This is an optimization exercise on Yosys and OpenROAD, whose aim is small area, a short achievable clock period and few clock cycles, not a production implementation. Only the layout flow was run in this run; the RTL was not checked for function there. Power is estimated from default activity; no workload was simulated.

===== flow/design.v =====
module Bin2BCD(
    input clk,
    input rst,
    input en,
    input [11:0] bin_d_in,
    output [15:0] bcd_d_out,
    output rdy
    );
    wire [13:0] mid;
    wire p_new_n27, p_new_n28, p_new_n29, p_new_n30, p_new_n31, p_new_n32, p_new_n33, p_new_n34, p_new_n35, p_new_n36, p_new_n37, p_new_n38, p_new_n39, p_new_n40, p_new_n41, p_new_n42, p_new_n43, p_new_n44, p_new_n45, p_new_n46, p_new_n47, p_new_n48, p_new_n49, p_new_n50, p_new_n51, p_new_n52, p_new_n53, p_new_n54, p_new_n55, p_new_n56, p_new_n57, p_new_n58, p_new_n59, p_new_n60, p_new_n61, p_new_n62, p_new_n63, p_new_n64, p_new_n65, p_new_n66, p_new_n67, p_new_n68, p_new_n69, p_new_n70, p_new_n71, p_new_n72, p_new_n73, p_new_n74, p_new_n75, p_new_n76, p_new_n77, p_new_n78, p_new_n79, p_new_n80, p_new_n81, p_new_n83, p_new_n84, p_new_n86, p_new_n87, p_new_n89, p_new_n91, p_new_n92, p_new_n93, p_new_n94, p_new_n95, p_new_n96, p_new_n97, p_new_n98, p_new_n99, p_new_n100, p_new_n101, p_new_n102, p_new_n103, p_new_n104, p_new_n105, p_new_n106, p_new_n107, p_new_n108, p_new_n109, p_new_n110, p_new_n111, p_new_n112, p_new_n113, p_new_n114, p_new_n115, p_new_n117, p_new_n118, p_new_n120;
    assign p_new_n27 = ~bin_d_in[9] & bin_d_in[11];
    assign p_new_n28 = bin_d_in[10] & ~p_new_n27;
    assign p_new_n29 = ~bin_d_in[8] & p_new_n28;
    assign p_new_n30 = bin_d_in[9] & ~bin_d_in[11];
    assign p_new_n31 = ~bin_d_in[10] & p_new_n27;
    assign p_new_n32 = bin_d_in[8] & p_new_n31;
    assign p_new_n33 = p_new_n27 & ~p_new_n32;
    assign p_new_n34 = ~p_new_n30 & ~p_new_n33;
    assign p_new_n35 = ~p_new_n29 & ~p_new_n34;
    assign p_new_n36 = ~bin_d_in[8] & ~p_new_n31;
    assign p_new_n37 = ~p_new_n28 & ~p_new_n32;
    assign p_new_n38 = ~p_new_n36 & p_new_n37;
    assign p_new_n39 = p_new_n29 & p_new_n30;
    assign p_new_n40 = ~p_new_n38 & ~p_new_n39;
    assign p_new_n41 = ~bin_d_in[7] & p_new_n40;
    assign p_new_n42 = p_new_n35 & p_new_n41;
    assign p_new_n43 = ~bin_d_in[8] & ~p_new_n30;
    assign p_new_n44 = p_new_n28 & ~p_new_n43;
    assign p_new_n45 = ~p_new_n37 & ~p_new_n44;
    assign p_new_n46 = bin_d_in[7] & p_new_n45;
    assign p_new_n47 = ~p_new_n42 & ~p_new_n46;
    assign p_new_n48 = ~bin_d_in[7] & p_new_n45;
    assign p_new_n49 = p_new_n35 & ~p_new_n41;
    assign p_new_n50 = ~p_new_n45 & ~p_new_n49;
    assign p_new_n51 = ~bin_d_in[7] & ~p_new_n50;
    assign p_new_n52 = ~p_new_n40 & ~p_new_n51;
    assign p_new_n53 = ~p_new_n48 & ~p_new_n52;
    assign p_new_n54 = ~bin_d_in[6] & ~p_new_n53;
    assign p_new_n55 = bin_d_in[7] & p_new_n50;
    assign p_new_n56 = ~p_new_n51 & ~p_new_n55;
    assign p_new_n57 = p_new_n54 & p_new_n56;
    assign p_new_n58 = ~p_new_n53 & ~p_new_n57;
    assign p_new_n59 = p_new_n47 & ~p_new_n58;
    assign p_new_n60 = bin_d_in[6] & p_new_n59;
    assign p_new_n61 = ~bin_d_in[6] & ~p_new_n59;
    assign p_new_n62 = ~p_new_n60 & ~p_new_n61;
    assign p_new_n63 = ~bin_d_in[5] & p_new_n62;
    assign p_new_n64 = p_new_n56 & ~p_new_n61;
    assign p_new_n65 = ~p_new_n54 & ~p_new_n64;
    assign p_new_n66 = p_new_n63 & p_new_n65;
    assign p_new_n67 = bin_d_in[6] & ~p_new_n47;
    assign p_new_n68 = ~p_new_n57 & ~p_new_n67;
    assign p_new_n69 = bin_d_in[5] & ~p_new_n68;
    assign p_new_n70 = ~p_new_n66 & ~p_new_n69;
    assign p_new_n71 = ~bin_d_in[5] & ~p_new_n68;
    assign p_new_n72 = ~p_new_n63 & p_new_n65;
    assign p_new_n73 = p_new_n68 & ~p_new_n72;
    assign p_new_n74 = ~bin_d_in[5] & ~p_new_n73;
    assign p_new_n75 = ~p_new_n62 & ~p_new_n74;
    assign p_new_n76 = ~p_new_n71 & ~p_new_n75;
    assign p_new_n77 = ~bin_d_in[4] & ~p_new_n76;
    assign p_new_n78 = bin_d_in[5] & p_new_n73;
    assign p_new_n79 = ~p_new_n74 & ~p_new_n78;
    assign p_new_n80 = p_new_n77 & p_new_n79;
    assign p_new_n81 = ~p_new_n76 & ~p_new_n80;
    assign mid[7] = ~p_new_n70 | p_new_n81;
    assign p_new_n83 = bin_d_in[4] & mid[7];
    assign p_new_n84 = ~bin_d_in[4] & ~mid[7];
    assign mid[4] = ~p_new_n83 & ~p_new_n84;
    assign p_new_n86 = ~bin_d_in[4] & ~p_new_n70;
    assign p_new_n87 = ~p_new_n77 & ~p_new_n79;
    assign mid[5] = p_new_n86 | p_new_n87;
    assign p_new_n89 = bin_d_in[4] & ~p_new_n70;
    assign mid[6] = p_new_n80 | p_new_n89;
    assign p_new_n91 = bin_d_in[11] & ~p_new_n31;
    assign p_new_n92 = ~p_new_n44 & p_new_n91;
    assign p_new_n93 = p_new_n50 & p_new_n92;
    assign p_new_n94 = ~p_new_n31 & ~p_new_n44;
    assign p_new_n95 = ~p_new_n93 & p_new_n94;
    assign p_new_n96 = ~p_new_n59 & ~p_new_n95;
    assign p_new_n97 = ~p_new_n50 & ~p_new_n94;
    assign p_new_n98 = ~p_new_n93 & ~p_new_n97;
    assign p_new_n99 = p_new_n59 & p_new_n98;
    assign p_new_n100 = ~p_new_n96 & ~p_new_n99;
    assign p_new_n101 = ~p_new_n91 & ~p_new_n94;
    assign p_new_n102 = p_new_n59 & p_new_n101;
    assign p_new_n103 = ~p_new_n93 & ~p_new_n102;
    assign p_new_n104 = ~p_new_n100 & ~p_new_n103;
    assign p_new_n105 = p_new_n59 & p_new_n93;
    assign p_new_n106 = p_new_n50 & ~p_new_n91;
    assign p_new_n107 = ~p_new_n92 & ~p_new_n106;
    assign p_new_n108 = ~p_new_n102 & p_new_n107;
    assign p_new_n109 = ~p_new_n105 & ~p_new_n108;
    assign p_new_n110 = ~p_new_n104 & p_new_n109;
    assign p_new_n111 = p_new_n73 & ~p_new_n110;
    assign p_new_n112 = ~p_new_n73 & p_new_n110;
    assign p_new_n113 = ~p_new_n111 & ~p_new_n112;
    assign p_new_n114 = ~p_new_n100 & p_new_n103;
    assign p_new_n115 = p_new_n73 & p_new_n114;
    assign mid[8] = ~p_new_n113 & ~p_new_n115;
    assign p_new_n117 = p_new_n100 & ~p_new_n111;
    assign p_new_n118 = p_new_n73 & p_new_n104;
    assign mid[9] = p_new_n117 | p_new_n118;
    assign p_new_n120 = ~p_new_n104 & ~p_new_n111;
    assign mid[10] = ~mid[8] & ~p_new_n120;
    assign mid[11] = ~p_new_n110 & ~p_new_n115;
    assign mid[12] = p_new_n96 | ~p_new_n98;
    assign mid[13] = p_new_n91 & ~p_new_n93;
    assign mid[0] = bin_d_in[0];
    assign mid[1] = bin_d_in[1];
    assign mid[2] = bin_d_in[2];
    assign mid[3] = bin_d_in[3];
    reg [13:0] mid_q;
    reg        rdy_q;
    always @(posedge clk) begin
        if (en) mid_q <= mid;
        rdy_q <= en & ~rst;
    end
    wire q_new_n32, q_new_n33, q_new_n34, q_new_n35, q_new_n36, q_new_n37, q_new_n38, q_new_n39, q_new_n40, q_new_n41, q_new_n42, q_new_n43, q_new_n44, q_new_n45, q_new_n46, q_new_n47, q_new_n48, q_new_n49, q_new_n50, q_new_n51, q_new_n52, q_new_n53, q_new_n54, q_new_n55, q_new_n56, q_new_n57, q_new_n58, q_new_n60, q_new_n61, q_new_n63, q_new_n64, q_new_n66, q_new_n68, q_new_n69, q_new_n70, q_new_n71, q_new_n72, q_new_n73, q_new_n74, q_new_n75, q_new_n76, q_new_n77, q_new_n78, q_new_n79, q_new_n80, q_new_n81, q_new_n82, q_new_n83, q_new_n84, q_new_n85, q_new_n86, q_new_n87, q_new_n88, q_new_n89, q_new_n90, q_new_n91, q_new_n92, q_new_n93, q_new_n94, q_new_n95, q_new_n97, q_new_n98, q_new_n100, q_new_n101, q_new_n103, q_new_n104, q_new_n106, q_new_n107, q_new_n108, q_new_n109, q_new_n110, q_new_n111, q_new_n112, q_new_n113, q_new_n114, q_new_n115, q_new_n116, q_new_n117, q_new_n118, q_new_n119, q_new_n120, q_new_n121, q_new_n122, q_new_n123, q_new_n124, q_new_n125, q_new_n127, q_new_n128, q_new_n130, q_new_n131, q_new_n133, q_new_n134, q_new_n136;
    assign q_new_n32 = ~mid_q[3] & mid_q[6];
    assign q_new_n33 = ~mid_q[3] & mid_q[5];
    assign q_new_n34 = mid_q[4] & ~q_new_n33;
    assign q_new_n35 = ~q_new_n32 & ~q_new_n34;
    assign q_new_n36 = ~mid_q[2] & ~q_new_n35;
    assign q_new_n37 = mid_q[4] & q_new_n33;
    assign q_new_n38 = mid_q[3] & ~mid_q[5];
    assign q_new_n39 = ~mid_q[6] & q_new_n38;
    assign q_new_n40 = ~q_new_n32 & ~q_new_n39;
    assign q_new_n41 = ~q_new_n37 & q_new_n40;
    assign q_new_n42 = q_new_n36 & q_new_n41;
    assign q_new_n43 = ~mid_q[4] & q_new_n33;
    assign q_new_n44 = mid_q[3] & mid_q[6];
    assign q_new_n45 = ~q_new_n43 & ~q_new_n44;
    assign q_new_n46 = mid_q[2] & ~q_new_n45;
    assign q_new_n47 = ~q_new_n42 & ~q_new_n46;
    assign q_new_n48 = ~mid_q[2] & ~q_new_n45;
    assign q_new_n49 = ~q_new_n36 & ~q_new_n41;
    assign q_new_n50 = ~q_new_n48 & ~q_new_n49;
    assign q_new_n51 = ~mid_q[1] & ~q_new_n50;
    assign q_new_n52 = ~q_new_n35 & ~q_new_n42;
    assign q_new_n53 = q_new_n45 & ~q_new_n52;
    assign q_new_n54 = mid_q[2] & ~q_new_n53;
    assign q_new_n55 = ~mid_q[2] & q_new_n53;
    assign q_new_n56 = ~q_new_n54 & ~q_new_n55;
    assign q_new_n57 = q_new_n51 & ~q_new_n56;
    assign q_new_n58 = ~q_new_n50 & ~q_new_n57;
    assign bcd_d_out[4] = ~q_new_n47 | q_new_n58;
    assign q_new_n60 = mid_q[1] & bcd_d_out[4];
    assign q_new_n61 = ~mid_q[1] & ~bcd_d_out[4];
    assign bcd_d_out[1] = ~q_new_n60 & ~q_new_n61;
    assign q_new_n63 = ~mid_q[1] & ~q_new_n47;
    assign q_new_n64 = ~q_new_n51 & q_new_n56;
    assign bcd_d_out[2] = q_new_n63 | q_new_n64;
    assign q_new_n66 = mid_q[1] & ~q_new_n47;
    assign bcd_d_out[3] = q_new_n57 | q_new_n66;
    assign q_new_n68 = mid_q[5] & ~q_new_n43;
    assign q_new_n69 = ~mid_q[6] & ~q_new_n68;
    assign q_new_n70 = ~mid_q[7] & mid_q[9];
    assign q_new_n71 = ~mid_q[8] & q_new_n70;
    assign q_new_n72 = mid_q[7] & mid_q[10];
    assign q_new_n73 = ~q_new_n71 & ~q_new_n72;
    assign q_new_n74 = ~q_new_n69 & ~q_new_n73;
    assign q_new_n75 = ~mid_q[7] & mid_q[10];
    assign q_new_n76 = mid_q[8] & ~q_new_n70;
    assign q_new_n77 = ~q_new_n75 & ~q_new_n76;
    assign q_new_n78 = mid_q[7] & ~mid_q[9];
    assign q_new_n79 = ~mid_q[10] & q_new_n78;
    assign q_new_n80 = mid_q[8] & q_new_n70;
    assign q_new_n81 = ~q_new_n75 & ~q_new_n80;
    assign q_new_n82 = ~q_new_n79 & q_new_n81;
    assign q_new_n83 = q_new_n69 & q_new_n82;
    assign q_new_n84 = ~q_new_n77 & q_new_n83;
    assign q_new_n85 = ~q_new_n74 & ~q_new_n84;
    assign q_new_n86 = q_new_n69 & ~q_new_n73;
    assign q_new_n87 = ~q_new_n77 & ~q_new_n83;
    assign q_new_n88 = q_new_n73 & ~q_new_n87;
    assign q_new_n89 = q_new_n69 & ~q_new_n88;
    assign q_new_n90 = ~q_new_n82 & ~q_new_n89;
    assign q_new_n91 = ~q_new_n86 & ~q_new_n90;
    assign q_new_n92 = ~q_new_n69 & q_new_n88;
    assign q_new_n93 = ~q_new_n89 & ~q_new_n92;
    assign q_new_n94 = q_new_n53 & q_new_n93;
    assign q_new_n95 = ~q_new_n91 & ~q_new_n94;
    assign bcd_d_out[8] = ~q_new_n85 | q_new_n95;
    assign q_new_n97 = ~q_new_n53 & ~bcd_d_out[8];
    assign q_new_n98 = q_new_n53 & bcd_d_out[8];
    assign bcd_d_out[5] = q_new_n97 | q_new_n98;
    assign q_new_n100 = q_new_n53 & ~q_new_n85;
    assign q_new_n101 = ~q_new_n93 & ~q_new_n98;
    assign bcd_d_out[6] = q_new_n100 | q_new_n101;
    assign q_new_n103 = ~q_new_n53 & ~q_new_n85;
    assign q_new_n104 = ~q_new_n91 & q_new_n94;
    assign bcd_d_out[7] = q_new_n103 | q_new_n104;
    assign q_new_n106 = ~mid_q[11] & mid_q[13];
    assign q_new_n107 = ~mid_q[12] & q_new_n106;
    assign q_new_n108 = mid_q[9] & ~q_new_n71;
    assign q_new_n109 = ~mid_q[10] & ~q_new_n108;
    assign q_new_n110 = mid_q[12] & ~q_new_n106;
    assign q_new_n111 = q_new_n109 & q_new_n110;
    assign q_new_n112 = ~q_new_n107 & ~q_new_n111;
    assign q_new_n113 = q_new_n107 & q_new_n109;
    assign q_new_n114 = mid_q[11] & ~mid_q[13];
    assign q_new_n115 = q_new_n111 & q_new_n114;
    assign q_new_n116 = ~q_new_n113 & ~q_new_n115;
    assign q_new_n117 = ~q_new_n112 & q_new_n116;
    assign q_new_n118 = ~q_new_n106 & ~q_new_n114;
    assign q_new_n119 = q_new_n112 & ~q_new_n118;
    assign q_new_n120 = ~q_new_n113 & ~q_new_n119;
    assign q_new_n121 = ~q_new_n107 & ~q_new_n110;
    assign q_new_n122 = ~q_new_n109 & q_new_n121;
    assign q_new_n123 = q_new_n116 & ~q_new_n122;
    assign q_new_n124 = q_new_n88 & q_new_n123;
    assign q_new_n125 = ~q_new_n120 & ~q_new_n124;
    assign bcd_d_out[12] = q_new_n117 | q_new_n125;
    assign q_new_n127 = ~q_new_n88 & ~bcd_d_out[12];
    assign q_new_n128 = q_new_n88 & bcd_d_out[12];
    assign bcd_d_out[9] = q_new_n127 | q_new_n128;
    assign q_new_n130 = q_new_n88 & q_new_n117;
    assign q_new_n131 = ~q_new_n123 & ~q_new_n128;
    assign bcd_d_out[10] = q_new_n130 | q_new_n131;
    assign q_new_n133 = ~q_new_n88 & q_new_n117;
    assign q_new_n134 = ~q_new_n120 & q_new_n124;
    assign bcd_d_out[11] = q_new_n133 | q_new_n134;
    assign q_new_n136 = q_new_n109 & q_new_n118;
    assign bcd_d_out[13] = ~q_new_n121 & ~q_new_n136;
    assign bcd_d_out[14] = mid_q[13] & ~q_new_n107;
    assign bcd_d_out[15] = 1'b0;
    assign bcd_d_out[0] = mid_q[0];
    assign rdy = rdy_q;
endmodule

===== flow/config.mk =====
export PLATFORM = sky130hd
export DESIGN_NAME = Bin2BCD
export DESIGN_NICKNAME = Bin2BCD
export VERILOG_FILES = /design/flow/design.v
export SDC_FILE = /design/flow/constraint.sdc
export NUM_CORES = 4
export LEC_CHECK = 0
export ABC_AREA = 1
export CAP_MARGIN = 20
export CORE_MARGIN = 2
export CORE_UTILIZATION = 40
export SLEW_MARGIN = 20

===== flow/run.sh =====
#!/bin/bash
# synth_recipe.tcl (not shown) runs the flow's synth.tcl, then flattens the netlist and writes it again
# the make line also repeats each setting of config.mk as NAME=value (left out here)
make -C /OpenROAD-flow-scripts/flow DESIGN_CONFIG=/design/flow/config.mk WORK_HOME=/design/flow/orfs CLKGATE_MAP_FILE= SYNTH_SCRIPT=/design/flow/synth_recipe.tcl finish

===== flow/constraint.sdc =====
create_clock -name core_clock -period 3.0 [get_ports {clk}]
set_input_delay 0.6000 -clock core_clock [delete_from_list [all_inputs] [get_ports {clk}]]
set_output_delay 0.6000 -clock core_clock [all_outputs]
set_load 0.01 [all_outputs]

==> summary.md <==
| Metric | Value |
|---|---|
| Status | failed layout checks |
| Count leader, synth | nand2_1 |
| Leakage | 1.38 nW |
| CP max FO | 4 |
| Hold Crit Class | in2reg |
| Avg WL per Cell | 10.7 microns |
| Period utilisation layout | 1.06 |
| Finish-stage setup viols | 6 |
| Largest net degree at the start of global routing | 16 |
| Fmax | 313 MHz |
| CTS buffer count | 3 |
| Peak supply drop | 0.390 mV |
| Critical-path top delay cell | or2_4 |
| Drc violations | 0 |
| CP max stage delay | 250 ps |
| WL final | 3.98 mm |
| Mapped Nets | 248 |
| Max_cap viols | 0 |
| ANT cells | 0 |
| Seq/Total Area, Yosys | 0.291 |
| Initial Utilization | 0.416 |
| Top_reg_cell synth | edfxtp_1 |
| Port bufs | 30 |
| Die H | 65.5 microns |
| RSZ-0062 raised after global routing | true |
| Final WS setup | -193 ps |
| Post-route insts no fill | 372 |
| Area leader, netlist | edfxtp_1 |
| WP data arrival | 3200 ps |
| Dpl cells | 339 |
| CTS Root Cell | clkbuf_8 |
| Post-synth EDFFs | 14 |
| Routed via count | 1736 |
| Final Total Pwr | 0.00154 W |
| Buf+Inv Stages, Crit Path | 5 |
| Fin. max-slew vios | 0 |
| Layout violations | negative setup slack |
| Setup crit end kind | flip-flop |
| Yosys warning total | 1 |
| P per Cell Area | 571 nW/um^2 |
| Longest Clk Path Bufs | 2 |
| Synth area leaders | edfxtp_1, nand2_1, inv_1 |
| Post-synth top area share | 0.278 |
| Worst-path clk slew | 60 ps |
| Placed cell areas | 2250 sq um |
| TritonCTS sink count | 15 |
| I/O Pins | 32 |
| Gpl congestion | 0.808 |
| Flops & latches, synth | 15 |
| Layout cell share with drive strength beyond 1 | 0.475 |
| DR iter-0 viols | 52 |
| Initial antenna violation count | 0 |
| Path type of the worst setup path | in2reg |
| First-pass detailed-route iteration total | 4 |
| Crit-path most repeated cell | nand2_4 |
| HPWL Detailed | 2.56 mm |
| Die Area | 4290 sq um |
| Pre-CTS setup slack | -843 ps |
| First-pass GRT wire length | 6.47 mm |
| Worst slew pin tran | 656 ps |
| Crit-path leading delay family | simple AND/OR/NAND/NOR gates |
| GRT Overall Usage | 0.189 |
| Top cells by count, synth | nand2_1, inv_1, edfxtp_1 |
| Global route total overflow | 0 |
| Final #Nets | 351 |
| DIE WIDTH | 65.5 microns |
| Vias in the first global route | 1645 |
| Worst setup SP type | input port |
| Ys async rst share | 0 |
| Worst EP required | 3010 ps |
| Slew headroom | 0.561 |
| CTS H-Tree Depth | 1 |
| Fin crit period | 3190 ps |
| Area grow syn2layout | 78.1% |
| Hold Vio Cnt, Final | 0 |
| Mapped cell area | 1510 sq um |
| DR vias/cell | 4.67 |
| Rows | 22 |
| Cell area after layout | 2690 sq um |
| Final ANT Viol Nets | 0 |
| Avg Inst Size Synth | 6.81 sq um |
| CORE AREA | 3630 sq um |
| Library cells used by synthesis | 28 |
| Synth Instances | 222 |
| CTS tree | built |
## sequential cells by signal, summed over array words and instances (netlist names)
signal and flops:
mid_q 14, rdy_q 1
## per-layer routing
layer | share of wire | vias up | track usage
li1 | - | 906 | -
met1 | 0.42 | 791 | 0.223
met2 | 0.53 | 33 | 0.356
met3 | 0.024 | 6 | 0.0120
met4 | 0.018 | 0 | 0.0703
met5 | 0 | - | 0
## stage by stage
step           TNS, ps  utilization  hold slack (ps)
2_1_floorplan     -500            -              671
3_3_place_gp     -5640        0.619             1130
3_5_place_dp     -5810        0.619             1150
4_1_cts           -458        0.705              873
5_1_grt          -1520        0.741              886
6_report          -688        0.741              849
## final cells by class
type / count / area (sq um)
clock buffer: 3 / 41.3
clock inverter: 1 / 5.00
fill: 291 / 941
inverter: 55 / 229
multi-input combinational: 150 / 1100
sequential: 15 / 440
tap: 48 / 60.1
timing repair buffer: 100 / 815
## cells in the final DEF, fill, tap and decap left out, drive strengths merged, types with 2 or more instances in the layout
cell and count:
or2 2, xor2 2, a21oi 4, edfxtp 14, nand4 3, dlygate4sd2 3
clkbuf 6, nor2 18, o21ai 15, nand3 18, inv 55, nand2 64
o22ai 8, buf 75, ha 11, clkdlybuf4s50 17, dlymetal6s2s 2
## repair_timing
item / CTS / global route
buffers inserted: 25 / 6
resized for setup: 55 / 38
hold buffers: 0 / 0
setup endpoints to repair: 15 / 14
pin swaps: 24 / 21
## worst paths after layout
path,from,to,slack (ps),depth (start not counted)
setup / recovery,bin_d_in[9],mid_q[4],-190,25
hold / removal,bin_d_in[11],mid_q[13],850,4
## where the power goes
part / total (W) / internal, W / switching (W)
clock network: 0.000159 / 0.0000918 / 0.0000674
registers: 0.000298 / 0.000276 / 0.0000214
logic: 0.00108 / 0.000561 / 0.000519
total: 0.00154 / 0.000929 / 0.000608
## kinds of logic after synthesis
group | count (synthesis) | share of synthesized area
flops | 15 | 0.291
simple gates | 106 | 0.330
other cells | 1 | 0.00248
compound gates | 30 | 0.127
buf+inv | 57 | 0.147
xor+xnor | 2 | 0.0116
fa+ha+maj | 11 | 0.0911

afterwards: timing with drivers on the ports:
In the flow no input, the clock included, has a driving cell. The finished layout below was timed again as built, in two steps.
Step 1: set_driving_cell puts a clkbuf_16 on clk and a buf_2 on each other input, an assumption about the parent block.
Step 2, shift: input delay + t, output delay - t, t = (earliest + latest rising clock arrival at the registers) / 2. This alone moves slack from input paths to output paths.
Slacks: ideal / step 1 / step 2; pairs: ideal / step 1.
shift t [ns]: 0.267
slack for setup (ns): -0.193 / -0.218 / -0.485
hold slack, ns: 0.849 / 0.864 / 1.131
latest minus earliest clock arrival (ns): 0.007 / 0.006
worst slew at a driven data input, ns: 0.06
For this run, drivers alone change the setup slack by -0.025 ns; drivers and shift together by -0.292 ns.
